Context: an optimization exercise on an open-source flow, tuned for small area and a short achievable clock period. The choices shown serve that exercise and are no tape-out recipe. Power is estimated from default activity; no workload was simulated.

## the baseline
==> flow/design.v <==
module cpu_core(
	input clk, reset,
	output[15:0] mem_addr,
	output[15:0] mem_wdata,
	output mem_we,
	input[15:0] mem_rdata
	);
	localparam FETCH = 2'd0, DECODE = 2'd1, EX = 2'd2, WB = 2'd3;
	reg [1:0] ph;
	reg [15:0] instr, pc, addr_q, opa, opb, alu_q;
	reg we_q, rst_q, r15_q;
	reg [15:0] wdata_q;
	reg cout;
	reg [1:0] cg1, psr1;	 
	reg [2:0] cg2, psr2;	 
	wire fetch = ph == FETCH;
	wire dec = ph == DECODE;
	wire ex = ph == EX;
	wire wb = ph == WB;
	assign mem_addr = addr_q;	 
	assign mem_wdata = wdata_q;	 
	assign mem_we = we_q;
	wire [3:0] op = instr[15:12];
	wire [3:0] ox = instr[7:4];
	wire [3:0] rd = instr[11:8];
	wire [3:0] rs = instr[3:0];
	wire c_r = (op == 4'b0000) | (op == 4'b1000 & ox[2]);
	wire c_i = (op == 4'b0101) | (op == 4'b1001) | (op == 4'b1011) | (op == 4'b0001) |
	           (op == 4'b0010) | (op == 4'b0011) | (op == 4'b1101) | (op == 4'b1111) |
	           (op == 4'b1000 & ~ox[2]);
	wire c_l = (op == 4'b0100) & (ox == 4'b0000);
	wire c_s = (op == 4'b0100) & (ox == 4'b0100);
	wire c_j = (op == 4'b0100) & (ox != 4'b0000) & (ox != 4'b0100);
	wire c_b = (op == 4'b1100);
	wire known = c_r | c_i | c_l | c_s | c_j | c_b;
	wire c_ri = c_r | c_i;
	wire [3:0] f = c_r ? ox : op;		 
	wire f_or = f == 4'b0010, f_xor = f == 4'b0011;
	wire f_add = f == 4'b0101, f_sub = f == 4'b1001, f_cmp = f == 4'b1011;
	wire f_sll = c_r ? (ox == 4'b0100) : (op == 4'b1000);
	wire lui = ~c_r & (op == 4'b1111);
	wire f_mov = c_r ? (ox == 4'b1101) : (op == 4'b1101) | lui;
	wire d_sub = c_ri & (f_sub | f_cmp);
	wire nx_act = dec & known | ex;
	wire nx_wb = ex;
	reg is_add, is_sub, setznl, psr_en, rf_we, imm_ovf;
	reg s_l, s_j, s_sum, s_mov, s_or, s_xor, s_sll;
	always @(posedge clk) begin
		is_add <= nx_wb & (c_ri & f_add | c_b);
		is_sub <= nx_wb & d_sub;
		setznl <= nx_wb & c_ri & f_cmp;
		psr_en <= nx_wb & c_ri;
		imm_ovf <= c_i;
		rf_we <= wb & (c_ri & ~f_cmp | c_l | c_j & (ox == 4'b1000));
		s_l <= c_l;
		s_j <= c_j;
		s_sum <= nx_act & c_b | nx_wb & c_ri & (f_add | f_sub | f_cmp);
		s_mov <= c_ri & f_mov;
		s_or <= c_ri & f_or;
		s_xor <= c_ri & f_xor;
		s_sll <= c_ri & f_sll;
	end
	reg [15:0] rf [0:15];
	wire [3:0] ra = dec ? rs : rd;
	reg [15:0] port;
	integer i;
	always @(*) begin
		port = 16'd0;
		for (i = 0; i < 16; i = i + 1)
			port = port | ({16{ra == i}} & rf[i]);
	end
	always @(posedge clk)
		rst_q <= ~reset;
	wire [15:0] rf_d = alu_q & {16{~rst_q}};
	always @(posedge clk)
		for (i = 0; i < 16; i = i + 1)
			if (rst_q | rf_we & (rd == i))
				rf[i] <= rf_d;
	wire [15:0] se_imm = {{8{instr[7]}}, instr[7:0]};
	wire [15:0] b_src = (c_ri & ~c_r) ? (lui ? {instr[7:0], 8'd0} : se_imm) :
	                    c_b ? se_imm : port;
	wire [15:0] a = opa;
	wire [15:0] b = opb;			 
	wire b15 = opb[15] ^ is_sub;
	wire [16:0] sum = {1'b0, a} + {1'b0, opb} + {16'd0, is_sub};
	wire c16 = sum[16];
	wire sign17 = a[15] ^ opb[15] ^ c16;	 
	wire eq = &(a ^ opb);			 
	reg [3:0] sh_amt;
	always @(posedge clk)
		if (dec)
			sh_amt <= b_src[3:0];
	wire [31:0] shl = {16'd0, a} << sh_amt;
	wire [15:0] sll = b[15] ? ((b[14:4] == 11'h7ff) ? shl[31:16] : 16'd0)
	                        : ((b[14:4] == 11'h000) ? shl[15:0] : 16'd0);
	wire [15:0] pc1 = pc + 16'd1;
	reg [15:0] other;
	always @(*) begin
		if (s_l) other = ex ? mem_rdata : alu_q;
		else if (s_j) other = pc1;
		else if (s_mov) other = b;
		else if (s_or) other = a | b;
		else if (s_xor) other = a ^ b;
		else if (s_sll) other = sll;
		else other = a & b;
	end
	wire [15:0] res = s_sum ? sum[15:0] : other;
	wire ovf_e = imm_ovf & a[15] & b15 & ~r15_q;
	wire ovf_w = (~sum[15] & a[15] & b15) | (sum[15] & ~a[15] & ~b15);
	always @(posedge clk) begin
		r15_q <= addr_q[15];		 
		if (rst_q) begin
			cg1 <= 2'b0;
			cg2 <= 3'b0;
			cout <= 1'b0;
		end else begin
			if (is_add) begin
				cg1 <= {ovf_w, sign17};
				cout <= sign17;
			end
			if (is_sub) begin
				cg1 <= {ovf_w | sign17, ~c16};
				cout <= sign17;
			end
			if (setznl)
				cg2 <= {sign17, eq, ~c16};
		end
		if (rst_q) begin
			psr1 <= 2'b0;
			psr2 <= 3'b0;
		end else if (psr_en) begin
			psr1 <= is_add ? {ovf_e, cout} : is_sub ? {ovf_e | sign17, ~c16} : cg1;
			psr2 <= setznl ? {sign17, eq, ~c16} : cg2;
		end
	end
	wire carry = psr1[0], fl = psr1[1], low = psr2[0], zero = psr2[1], neg = psr2[2];
	reg cond;
	always @(*)
		case (rd)
			4'b0000: cond = zero;
			4'b0001: cond = ~zero;
			4'b0010: cond = carry;
			4'b0011: cond = ~carry;
			4'b0100: cond = low;
			4'b0101: cond = ~low;
			4'b0110: cond = neg;
			4'b0111: cond = ~neg;
			4'b1000: cond = fl;
			4'b1001: cond = ~fl;
			4'b1010: cond = ~low & ~zero;
			4'b1011: cond = low & zero;
			4'b1100: cond = ~neg & ~zero;
			4'b1101: cond = neg | zero;
			4'b1110: cond = 1'b1;
			default: cond = 1'b0;
		endcase
	wire [15:0] target = (c_j & cond) ? opb : (c_b & cond) ? alu_q : pc1;
	wire [15:0] pc_next = wb ? target : pc;
	always @(posedge clk) begin
		if (~reset) begin
			ph <= FETCH;
			pc <= 16'd0;
			addr_q <= 16'd0;
			we_q <= 1'b0;
		end else begin
			case (ph)
				FETCH: ph <= DECODE;
				DECODE: ph <= known ? EX : FETCH;
				EX: ph <= WB;
				default: ph <= FETCH;
			endcase
			pc <= pc_next;
			addr_q <= (dec & known) ? port : (ex & (c_l | c_s)) ? opb : pc_next;
			we_q <= ex & c_s;
		end
		if (fetch)
			instr <= mem_rdata;
		if (dec)
			opb <= b_src ^ {16{d_sub}};
		if (~wb)
			opa <= c_b ? pc : port;
		wdata_q <= port;		 
		alu_q <= res;
	end
endmodule
clock: 10.0 ns
lec_check: 0
abc_area: 1
cap_margin: 20
core_margin: 2
core_utilization: 60
cts_cluster_diameter: 100
cts_cluster_size: 20
slew_margin: 20
standard.sh (not shown) runs the stock make flow with config.mk's settings and CLKGATE_MAP_FILE= SYNTH_SCRIPT=/design/flow/synth_recipe.tcl, a recipe that flattens the netlist after the stock synthesis.
==> flow/flow/run.sh <==
#!/bin/bash
set -euo pipefail
export SETUP_SLACK_MARGIN=7
bash standard.sh > standard.log 2>&1
Input changes introduced in the candidate (baseline for comparison: the baseline):
-- flow/design.v --
<<< the baseline, line 10
	reg [15:0] instr, pc, addr_q, opa, opb, alu_q;
	reg we_q, rst_q, r15_q;
	reg [15:0] wdata_q;
	reg cout;
	reg [1:0] cg1, psr1;	 
>>> the candidate, line 10
	reg [15:0] instr, pc, addr_q, opa, opb, alu_q;
	reg we_q, rst_q, r15_q;
	reg cout;
	reg [1:0] cg1, psr1;	 
<<< the baseline, line 19
	wire wb = ph == WB;
	assign mem_addr = addr_q;	 
	assign mem_wdata = wdata_q;	 
	assign mem_we = we_q;
	wire [3:0] op = instr[15:12];
>>> the candidate, line 18
	wire wb = ph == WB;
	assign mem_addr = addr_q;	 
	assign mem_wdata = opa;		 
	assign mem_we = we_q;
	wire [3:0] op = instr[15:12];
<<< the baseline, line 52
		psr_en <= nx_wb & c_ri;
		imm_ovf <= c_i;
		rf_we <= wb & (c_ri & ~f_cmp | c_l | c_j & (ox == 4'b1000));
		s_l <= c_l;
		s_j <= c_j;
>>> the candidate, line 51
		psr_en <= nx_wb & c_ri;
		imm_ovf <= c_i;
		rf_we <= wb & c_ri & ~f_cmp | ex & (c_l | c_j & (ox == 4'b1000));
		s_l <= c_l;
		s_j <= c_j;
<<< the baseline, line 87
	wire sign17 = a[15] ^ opb[15] ^ c16;	 
	wire eq = &(a ^ opb);			 
	reg [3:0] sh_amt;
	always @(posedge clk)
		if (dec)
			sh_amt <= b_src[3:0];
	wire [31:0] shl = {16'd0, a} << sh_amt;
	wire [15:0] sll = b[15] ? ((b[14:4] == 11'h7ff) ? shl[31:16] : 16'd0)
	                        : ((b[14:4] == 11'h000) ? shl[15:0] : 16'd0);
>>> the candidate, line 86
	wire sign17 = a[15] ^ opb[15] ^ c16;	 
	wire eq = &(a ^ opb);			 
	wire [31:0] shl = {16'd0, a} << b[3:0];
	wire [15:0] sll = b[15] ? ((b[14:4] == 11'h7ff) ? shl[31:16] : 16'd0)
	                        : ((b[14:4] == 11'h000) ? shl[15:0] : 16'd0);
<<< the baseline, line 97
	reg [15:0] other;
	always @(*) begin
		if (s_l) other = ex ? mem_rdata : alu_q;
		else if (s_j) other = pc1;
		else if (s_mov) other = b;
>>> the candidate, line 92
	reg [15:0] other;
	always @(*) begin
		if (s_l) other = mem_rdata;
		else if (s_j) other = pc1;
		else if (s_mov) other = b;
<<< the baseline, line 178
		if (dec)
			opb <= b_src ^ {16{d_sub}};
		if (~wb)
			opa <= c_b ? pc : port;
		wdata_q <= port;		 
		alu_q <= res;
	end
>>> the candidate, line 173
		if (dec)
			opb <= b_src ^ {16{d_sub}};
		opa <= c_b ? pc : port;
		alu_q <= res;
	end
## What came out
Comparing the two runs side by side, the candidate comes out ahead of the baseline on total power of the final layout.
Taking the baseline as the reference point, the global-route usage of the candidate rises by 2.0 points.
The baseline has lower core utilization than the candidate.
Relative to the baseline, the first-iteration DRC count of the candidate is higher by about 10%.
The candidate — first-pass GRT wire length 400 um lower, the baseline as reference
No run of this note included a check of the RTL's function; only the layout flow was run.

==> port drivers added, routing unchanged <==
Ports are ideal in the flow. The routed layouts listed here were re-timed in OpenROAD.
Step 1 (the two cells are an assumption about what drives the block):
set clk [get_ports {clk}]
set_driving_cell -lib_cell sky130_fd_sc_hd__clkbuf_16 $clk
set_driving_cell -lib_cell sky130_fd_sc_hd__buf_2 [delete_from_list [all_inputs] $clk]
Step 2 times the ports against the registers' clock, not the clock port: input delays grow and output delays shrink by t, the midpoint of the rising clock arrivals with the driver on.
Three values: ideal ports, drivers, drivers and shift; two values: the first two.
| run | shift t [ns] | setup slack, ns | hold slack, ns | latest minus earliest clock arrival (ns) | worst slew at a driven data input, ns |
|---|---|---|---|---|---|
| the baseline | 0.624 | 6.947 / 6.887 / 6.559 | 0.416 / 0.416 / 0.416 | 0.020 / 0.020 | 0.03 |
| the candidate | 0.587 | 6.889 / 6.834 / 6.633 | 0.413 / 0.413 / 0.413 | 0.020 / 0.020 | 0.04 |
After both steps setup and hold are still met in every run listed. For the baseline, which loses most, drivers alone change the setup slack by -0.060 ns; drivers and shift together by -0.388 ns.
